This design comes from an exercise in tuning for small area on the open sky130 flow, not from production work.
Function was checked by simulation only, so behaviour that the tests miss may differ from the original.

Design int_alu_top, start of the top module:
module int_alu_top (
    input  logic        clk          ,
    input  logic        rst_n        ,
    input  logic        in_valid     ,
    input  logic [ 4:0] in_microop   ,
    input  logic [31:0] in_data1     ,
    input  logic [31:0] in_data2     ,
    input  logic [ 5:0] in_dest      ,
    input  logic [ 2:0] in_ticket    ,
    output logic        out_valid    ,
    output logic [ 5:0] out_dest     ,
    output logic [ 2:0] out_ticket   ,
    output logic [31:0] out_data     ,
    output logic        out_exception,
    output logic [ 3:0] out_cause    ,
    output logic        busy
);
    logic [4:0] op;
    assign op = in_microop;
    logic is_mul, is_div, d2zero, ovf, div_triv, div_start, mul_start;
    assign is_mul    = (op == 5'd2) | (op == 5'd3) | (op == 5'd4) | (op == 5'd5);
    assign is_div    = (op == 5'd6) | (op == 5'd7) | (op == 5'd8) | (op == 5'd9);
    assign d2zero    = (in_data2 == 32'd0);
    assign ovf       = (in_data1 == 32'h8000_0000) & (in_data2 == 32'hffff_ffff) & ~op[0];
    assign div_triv  = d2zero | ovf;
    assign div_start = in_valid & is_div & ~div_triv;
    assign mul_start = in_valid & is_mul;
    logic [31:0] comb, addsub, add_a, add_b, d_rsel;
    logic        asco, add_inv, d_an, d_neg;
    always_comb begin
        if (d_done) begin
            add_a   = 32'd0;
            add_b   = d_rsel;
            add_inv = d_neg;
        end else if (is_div) begin
            add_a   = 32'd0;
            add_b   = in_data1;
            add_inv = d_an;
  ...
Size in the first run: ~4600 cells after synthesis, ~130 I/O pins, about 39000 um2 of cells after synthesis.
export LEC_CHECK = 0
export ABC_AREA = 1
export CAP_MARGIN = 0
export CORE_MARGIN = 2
export CORE_UTILIZATION = 55
export SLEW_MARGIN = 0
create_clock -name core_clock -period 10.0 [get_ports {clk}]
run.sh (not shown) runs the stock make flow with config.mk's settings and CLKGATE_MAP_FILE= SYNTH_SCRIPT=/design/flow/synth_recipe.tcl, a recipe that flattens the netlist after the stock synthesis.
The starting point ran to the end with no violations.
Then changed:
==> flow/flow/run.sh (new file) <==
#!/bin/bash
# The standard layout, with the port buffers (which the standard flow also
# inserts) taken from the smallest buffer cell instead of clkdlybuf4s50_1.
set -euo pipefail
bash standard.sh BUFFER_PORTS_ARGS="-buffer_cell sky130_fd_sc_hd__buf_1" finish > layout.log 2>&1
==> flow/standard.sh (new file) <==
#!/bin/bash
# synth_recipe.tcl (not shown) runs the flow's synth.tcl, then flattens the netlist and writes it again
# the make line also repeats each setting of config.mk as NAME=value (left out here)
make -C /OpenROAD-flow-scripts/flow DESIGN_CONFIG=/design/flow/config.mk WORK_HOME=/design/flow/orfs CLKGATE_MAP_FILE= SYNTH_SCRIPT=/design/flow/synth_recipe.tcl "${@:-finish}"
Settings changed: CAP_MARGIN 0 to 20, SLEW_MARGIN 0 to 20.
removed: flow/run.sh
Outcome:
- The changed run ran to the end with no violations
- critical path depth is lower by 3
- design area is lower by 3.4%
- first-iteration DRC count is lower by 9.5%
- global-route usage is lower by 0.26 points
- cell count is lower by 1.3%
- clock skew stays flat
- synthesized area does not change
- sequential share of layout area is higher by 0.37 points
- via count is lower by 1.2%
Then changed:
==> flow/flow/run.sh (replaced) <==
#!/bin/bash
# The standard layout, except that the port buffers (which the standard
# flow inserts on every input and output) use the smallest buffer cell,
# sky130_fd_sc_hd__buf_1, instead of the one buffer_ports picks by default.
# Synthesis is the standard one, run unchanged. Each step's log is kept here;
# ORFS also keeps every tool's own log under orfs/logs/.
set -euo pipefail
bash standard.sh synth > synth.log 2>&1
bash standard.sh BUFFER_PORTS_ARGS="-buffer_cell sky130_fd_sc_hd__buf_1" finish > layout.log 2>&1
- final cell count is unchanged
- count of clock-buffer cells in the layout does not change
- via count stays the same
- design area is unchanged
- die area stays the same
- area after synthesis stays the same
- hold slack is unchanged
- setup slack is unchanged

Setup of cedar:
int_alu_top again, from the RTL that the note above started with.
clock: 10.0 ns
lec_check: 0
abc_area: 1
cap_margin: 20
core_margin: 2
core_utilization: 55
place_density: 0.75
slew_margin: 20
standard.sh (not shown) runs the stock make flow with config.mk's settings and CLKGATE_MAP_FILE= SYNTH_SCRIPT=/design/flow/synth_recipe.tcl, a recipe that flattens the netlist after the stock synthesis.
==> flow/flow/run.sh <==
#!/bin/bash
# The standard layout, except that the port buffers (which the standard
# flow inserts on every input and output) use the smallest buffer cell,
# sky130_fd_sc_hd__buf_1, instead of the one buffer_ports picks by default.
# Synthesis is the standard one, run unchanged. Each step's log is kept here;
# ORFS also keeps every tool's own log under orfs/logs/.
set -euo pipefail
bash standard.sh synth > synth.log 2>&1
bash standard.sh BUFFER_PORTS_ARGS="-buffer_cell sky130_fd_sc_hd__buf_1" finish > layout.log 2>&1
cedar completed; timing, DRC and antenna clean
diff inputs: cedar => lagoon
==> flow/flow/run.sh <==
#!/bin/bash
# The standard layout (standard synthesis, run unchanged), except:
# - the port buffers, which the standard flow inserts on every input and
#   output, use the smallest buffer cell, sky130_fd_sc_hd__buf_1, instead of
#   the one buffer_ports picks by default;
# - clock tree synthesis uses clkbuf_8 buffers and no dummy load cells.
# Each step's log is kept here; ORFS also keeps every tool's own log under
# orfs/logs/.
set -euo pipefail
bash standard.sh synth > synth.log 2>&1
bash standard.sh \
  BUFFER_PORTS_ARGS="-buffer_cell sky130_fd_sc_hd__buf_1" \
  CTS_ARGS="-sink_clustering_enable -repair_clock_nets -dont_use_dummy_load -buf_list sky130_fd_sc_hd__clkbuf_8" \
  finish > layout.log 2>&1
==> comparison <==
On post-synthesis to final-layout area growth: between lagoon and cedar, it ends up higher for cedar.
As far as inverter count of the layout excluding clock inverters is concerned, lagoon and cedar perform about the same.
cedar -> lagoon: global-route wire length before repair flat
Between lagoon and cedar, the difference in detailed-route wire length is negligible.
lagoon against cedar: total number of vias ~0 delta; clock-buffer cell count -2; global routing met1 resource utilization -0.30 points.
The inputs of yarrow differ from those of lagoon as listed below.
- removing PLACE_DENSITY (formerly 0.75)
==> flow/flow/run.sh <==
#!/bin/bash
# The standard layout, except that the port buffers (which the standard
# flow inserts on every input and output) use the smallest buffer cell,
# sky130_fd_sc_hd__buf_1, instead of the one buffer_ports picks by default.
# Synthesis is the standard one, run unchanged. Each step's log is kept here;
# ORFS also keeps every tool's own log under orfs/logs/.
set -euo pipefail
bash standard.sh synth > synth.log 2>&1
bash standard.sh BUFFER_PORTS_ARGS="-buffer_cell sky130_fd_sc_hd__buf_1" CTS_ARGS="-sink_clustering_enable -repair_clock_nets -dont_use_dummy_load" finish > layout.log 2>&1
Findings:
lagoon -> yarrow: global-route wire length before repair increased by a little under 10%. Higher overall track demand over capacity in global routing among lagoon and yarrow: yarrow. Status: sequential share of layout area parity (yarrow, lagoon). Compared with lagoon, yarrow shows a worst endpoint required time that is 2.25 ns lower. yarrow vs lagoon: placed wire-length estimate after detailed placement up by more than 10%. Comparing met3 usage in global routing for lagoon and yarrow, the smaller number came from lagoon. lagoon -> yarrow: last weighted congestion value of the routability-driven placer flat.
Here is what was changed in the inputs of sierra compared with yarrow.
- CTS_BUF_LIST newly set to sky130_fd_sc_hd__clkbuf_8
Notes after the runs:
Clock-buffer cell count: yarrow vs sierra identical
Summary of sierra over yarrow: gate count of the mapped netlist essentially unchanged; via count essentially unchanged; number of CTS-inserted buffers essentially unchanged.
Count of filler cells inserted in the layout came out exactly the same in yarrow and sierra.
In terms of met3 layer wire length in the routed design, yarrow and sierra differ only marginally.
Between yarrow and sierra, the maximum frequency does not differ in any meaningful way.
Relative to sierra, the following input files were edited for amber:
- CTS_BUF_LIST removed (was sky130_fd_sc_hd__clkbuf_8)
- CORE_UTILIZATION changed from 55 to 65
- PLACE_DENSITY newly set to 0.8
==> flow/flow/run.sh <==
#!/bin/bash
# The standard layout (standard synthesis, run unchanged), except:
# - the port buffers, which the standard flow inserts on every input and
#   output, use the smallest buffer cell, sky130_fd_sc_hd__buf_1, instead of
#   the one buffer_ports picks by default;
# - clock tree synthesis uses clkbuf_8 buffers and no dummy load cells.
# Each step's log is kept here; ORFS also keeps every tool's own log under
# orfs/logs/.
set -euo pipefail
bash standard.sh synth > synth.log 2>&1
bash standard.sh \
  BUFFER_PORTS_ARGS="-buffer_cell sky130_fd_sc_hd__buf_1" \
  CTS_ARGS="-sink_clustering_enable -repair_clock_nets -dont_use_dummy_load -buf_list sky130_fd_sc_hd__clkbuf_8" \
  finish > layout.log 2>&1
==> results.txt <==
- amber: no failed stages, no open violations at the end
- Relative to sierra, count of plain and timing-repair buffers in the layout increased by 12 in amber.
- Total detailed-routing wirelength: amber vs sierra down 6.9%
- amber vs sierra — critical path depth rose 2.
- Changes observed in amber relative to sierra: worst setup slack went down; global-route usage went up; clock skew went up; final area went down; actual transition at the worst max-transition pin went down.
- Compared with sierra, in amber per-cell routed wire length has decreased; via count has increased.

==> static timing again, ports no longer ideal <==
In the flow no input, the clock included, has a driving cell. The finished layouts below were timed again as built, in two steps.
Step 1, drivers: a clkbuf_16 drives clk and a buf_2 each remaining input, both assumed.
Step 2 times the ports against the registers' clock, not the clock port: input delays grow and output delays shrink by t, the midpoint of the rising clock arrivals with the driver on.
a / b / c = no drivers / after step 1 / after step 2; a / b = the first two.
run	shift t [ns]	slack for setup (ns)	hold WS [ns]	slew at the worst register clock pin (ns)	worst data-port slew with drivers (ns)
the first run of note 1	0.520	0.277 / 0.241 / 0.005	0.320 / 0.320 / 0.320	0.09 / 0.09	0.12
the second run of note 1	0.520	0.444 / 0.406 / 0.141	0.323 / 0.323 / 0.323	0.09 / 0.09	0.14
the third run of note 1	0.520	0.444 / 0.406 / 0.141	0.323 / 0.323 / 0.323	0.09 / 0.09	0.14
cedar	0.534	0.395 / 0.422 / -0.112	0.321 / 0.321 / 0.321	0.10 / 0.10	0.13
lagoon	0.584	0.475 / 0.457 / -0.087	0.305 / 0.305 / 0.305	0.11 / 0.11	0.13
yarrow	0.501	0.439 / 0.400 / 0.222	0.318 / 0.318 / 0.318	0.08 / 0.08	0.13
sierra	0.501	0.439 / 0.400 / 0.222	0.318 / 0.318 / 0.318	0.08 / 0.08	0.13
amber	0.577	0.248 / 0.224 / -0.053	0.304 / 0.304 / 0.304	0.12 / 0.12	0.10
With both steps, setup timing fails in cedar, lagoon and amber, where it was met with ideal ports. The setup slack of lagoon, which loses most, moves by -0.018 ns with the drivers and by -0.562 ns with both steps.
